Context: an optimization exercise on an open-source flow, tuned for small area and a short achievable clock period. The choices shown serve that exercise and are no tape-out recipe. In this exercise RTL edits were held to simulation tests only and were not proved equivalent to the original. Power and IR drop assume default switching activity.

==> v30: inputs <==
## MIPS
module MIPS (
  input  wire        CLK,
  input  wire        RST,
  input  wire [31:0] instr,
  input  wire [31:0] ReadData,
  output wire [31:0] PC,
  output wire [31:0] ALUOut,
  output wire [31:0] WriteData,
  output wire        MemWrite
);
==> module Register_File, before the edit <==
module Register_File (
  input  [1023:0] Regs,       
  input  [31:0]   Sel,        
  input           Hit,        
  input  [31:0]   Byp,
  output [31:0]   RD
);
wire [32:0]   s = {Hit, Sel};
wire [1055:0] d = {Byp, Regs};            
wire [351:0]  y;                          
genvar t, b;
generate
  for (t = 0; t < 11; t = t + 1) begin : tr
    for (b = 0; b < 32; b = b + 2) begin : bt
      Read_Cell c (
        .s0(s[3*t]), .s1(s[3*t+1]), .s2(s[3*t+2]),
        .d0({d[32*(3*t)   + b + 1], d[32*(3*t)   + b]}),
        .d1({d[32*(3*t+1) + b + 1], d[32*(3*t+1) + b]}),
        .d2({d[32*(3*t+2) + b + 1], d[32*(3*t+2) + b]}),
        .y ({y[11*(b+1) + t], y[11*b + t]})
      );
    end
  end
  for (b = 0; b < 32; b = b + 1) begin : nd
    Read_Nand n (.y(y[11*b +: 11]), .o(RD[b]));
  end
endgenerate
endmodule
==> module Read_Cell, before the edit <==
module Read_Cell (input s0, s1, s2, input [1:0] d0, d1, d2, output [1:0] y);
assign y = ~(({2{s0}} & d0) | ({2{s1}} & d1) | ({2{s2}} & d2));
endmodule
==> module Read_Nand, before the edit <==
module Read_Nand (input [10:0] y, output o);
assign o = ~&y;
endmodule
export LEC_CHECK = 0
export CAP_MARGIN = 20
export CORE_MARGIN = 2
export CORE_UTILIZATION = 55
export CTS_BUF_LIST = sky130_fd_sc_hd__clkbuf_8
export CTS_CLUSTER_DIAMETER = 50
export CTS_CLUSTER_SIZE = 16
export PLACE_DENSITY = 0.7
export SETUP_SLACK_MARGIN = 5
export SLEW_MARGIN = 20
export SYNTH_HIERARCHICAL = 1
create_clock -name core_clock -period 17.0 [get_ports {CLK}]
standard.sh (not shown) runs the stock make flow with config.mk's settings and CLKGATE_MAP_FILE= SYNTH_SCRIPT=/design/flow/synth_recipe.tcl, a recipe that flattens the netlist after the stock synthesis.
==> flow/flow/run.sh <==
#!/bin/bash
# Layout flow: the standard synthesis and layout (standard.sh), with two
# changes to how the layout is made:
#  - the port buffers are buf_2 cells (the default choice is a slow delay
#    buffer whose footprint the resizer may not change);
#  - timing repair aims for 6.25 ns of setup slack instead of 5.
# Each step's full output goes to a log file of its own in this folder.
set -euo pipefail
export BUFFER_PORTS_ARGS="-buffer_cell sky130_fd_sc_hd__buf_2"
bash standard.sh synth > synth.log 2>&1
bash standard.sh SETUP_SLACK_MARGIN=6.25 finish > layout.log 2>&1
==> v35 (differences from v30) <==
--- a/flow/design.v
+++ b/flow/design.v
@@ -1710,30 +1710,41 @@
   output [31:0]   RD
 );
-wire [32:0]   s = {Hit, Sel};
-wire [1055:0] d = {Byp, Regs};            
-wire [351:0]  y;                          
-genvar t, b;
+wire [511:0] y;                           
+wire [127:0] g;                           
+wire [63:0]  h;                           
+genvar p, b;
 generate
-  for (t = 0; t < 11; t = t + 1) begin : tr
+  for (p = 0; p < 16; p = p + 1) begin : pr
     for (b = 0; b < 32; b = b + 2) begin : bt
-      Read_Cell c (
-        .s0(s[3*t]), .s1(s[3*t+1]), .s2(s[3*t+2]),
-        .d0({d[32*(3*t)   + b + 1], d[32*(3*t)   + b]}),
-        .d1({d[32*(3*t+1) + b + 1], d[32*(3*t+1) + b]}),
-        .d2({d[32*(3*t+2) + b + 1], d[32*(3*t+2) + b]}),
-        .y ({y[11*(b+1) + t], y[11*b + t]})
+      Read_AO c (
+        .s0(Sel[2*p]), .s1(Sel[2*p+1]),
+        .d0({Regs[32*(2*p)   + b + 1], Regs[32*(2*p)   + b]}),
+        .d1({Regs[32*(2*p+1) + b + 1], Regs[32*(2*p+1) + b]}),
+        .y ({y[16*(b+1) + p], y[16*b + p]})
       );
     end
   end
-  for (b = 0; b < 32; b = b + 1) begin : nd
-    Read_Nand n (.y(y[11*b +: 11]), .o(RD[b]));
+  for (b = 0; b < 32; b = b + 1) begin : tl
+    Read_Nand4 n0 (.a(y[16*b +: 4]),      .y(g[4*b]));
+    Read_Nand4 n1 (.a(y[16*b + 4 +: 4]),  .y(g[4*b + 1]));
+    Read_Nand4 n2 (.a(y[16*b + 8 +: 4]),  .y(g[4*b + 2]));
+    Read_Nand4 n3 (.a(y[16*b + 12 +: 4]), .y(g[4*b + 3]));
+    Read_Nor2  r0 (.a(g[4*b]),     .b(g[4*b + 1]), .y(h[2*b]));
+    Read_Nor2  r1 (.a(g[4*b + 2]), .b(g[4*b + 3]), .y(h[2*b + 1]));
+    Read_Last  l  (.h0(h[2*b]), .h1(h[2*b + 1]), .hit(Hit), .byp(Byp[b]), .o(RD[b]));
   end
 endgenerate
 endmodule
-module Read_Cell (input s0, s1, s2, input [1:0] d0, d1, d2, output [1:0] y);
-assign y = ~(({2{s0}} & d0) | ({2{s1}} & d1) | ({2{s2}} & d2));
+module Read_AO (input s0, s1, input [1:0] d0, d1, output [1:0] y);
+assign y = ~(({2{s0}} & d0) | ({2{s1}} & d1));
 endmodule
-module Read_Nand (input [10:0] y, output o);
-assign o = ~&y;
+module Read_Nand4 (input [3:0] a, output y);
+assign y = ~&a;
+endmodule
+module Read_Nor2 (input a, b, output y);
+assign y = ~(a | b);
+endmodule
+module Read_Last (input h0, h1, hit, byp, output o);
+assign o = ~(h0 & h1 & ~(hit & byp));
 endmodule
 module Reg_Decode (
==> flow/flow/run.sh (replaced) <==
#!/bin/bash
# Layout flow: the standard synthesis and layout (standard.sh), with two
# changes to how the layout is made:
#  - the port buffers are buf_2 cells (the default choice is a slow delay
#    buffer whose footprint the resizer may not change);
#  - timing repair aims for 6.75 ns of setup slack instead of 5.
# Each step's full output goes to a log file of its own in this folder.
set -euo pipefail
export BUFFER_PORTS_ARGS="-buffer_cell sky130_fd_sc_hd__buf_2"
bash standard.sh synth > synth.log 2>&1
bash standard.sh SETUP_SLACK_MARGIN=6.75 finish > layout.log 2>&1
==> run summary <==
metric                                                                         v35                v30
Critical path buffer and inverter count                                          4                  5
Static Leak                                                               26.99 nW           25.96 nW
Filler Cells Inserted                                                        10036               9985
Met1 GRT Util                                                               53.62%             55.65%
Detailed-routing wirelength on met1                                       97160 µm           95160 µm
Core Box Area                                                           116500 µm²         114000 µm²
Worst-case setup slack after placement                                    5.777 ns           5.102 ns
Number of ordinary and repair buffers in the finished layout                   426                391
Fmax                                                                     97.08 MHz          92.59 MHz
Mean Syn Cell Area                                                       8.627 µm²          9.089 µm²
Reg2reg end                                                   DP.wb[30]$_SDFF_PN0_  DP.wa[31]$_DFF_P_
Layout-stage area growth over the synthesis result                          13.77%             12.25%
Result of the run                                                   finished clean     finished clean
Wire length on met3                                                       38330 µm           40290 µm
Die boundary width                                                        347.4 µm           342.7 µm
Placed Instances                                                              9244               8661
Buffers inserted during post-CTS setup optimization                             21                 20

[static timing again, ports no longer ideal]
No port has a modelled driver above. Below, the same layouts with a new extraction and two added sets of constraints.
Step 1 sets driving cells, clkbuf_16 on the clock port and buf_2 on the other inputs (assumed; they add their load-dependent delay and slew).
Step 2 also shifts input and output timing later by t, the mid clock arrival at the registers, as if the neighbouring blocks saw the same clock.
Slacks: ideal ports / drivers / drivers and shift; pairs: ideal ports / drivers.
| run | t, ns | setup WS [ns] | worst setup path after step 2 | worst register clock-pin slew, ns | cell pins on the clock port's net |
|---|---|---|---|---|---|
| v30 | 0.937 | 6.199 / 6.173 / 5.735 | input to register | 0.10 / 0.10 | 1 |
| v35 | 0.961 | 6.699 / 6.672 / 6.139 | input to register | 0.11 / 0.11 | 1 |
After both steps setup and hold are still met in every run listed. The setup slack of v35, which loses most, moves by -0.027 ns with the drivers and by -0.560 ns with both steps.
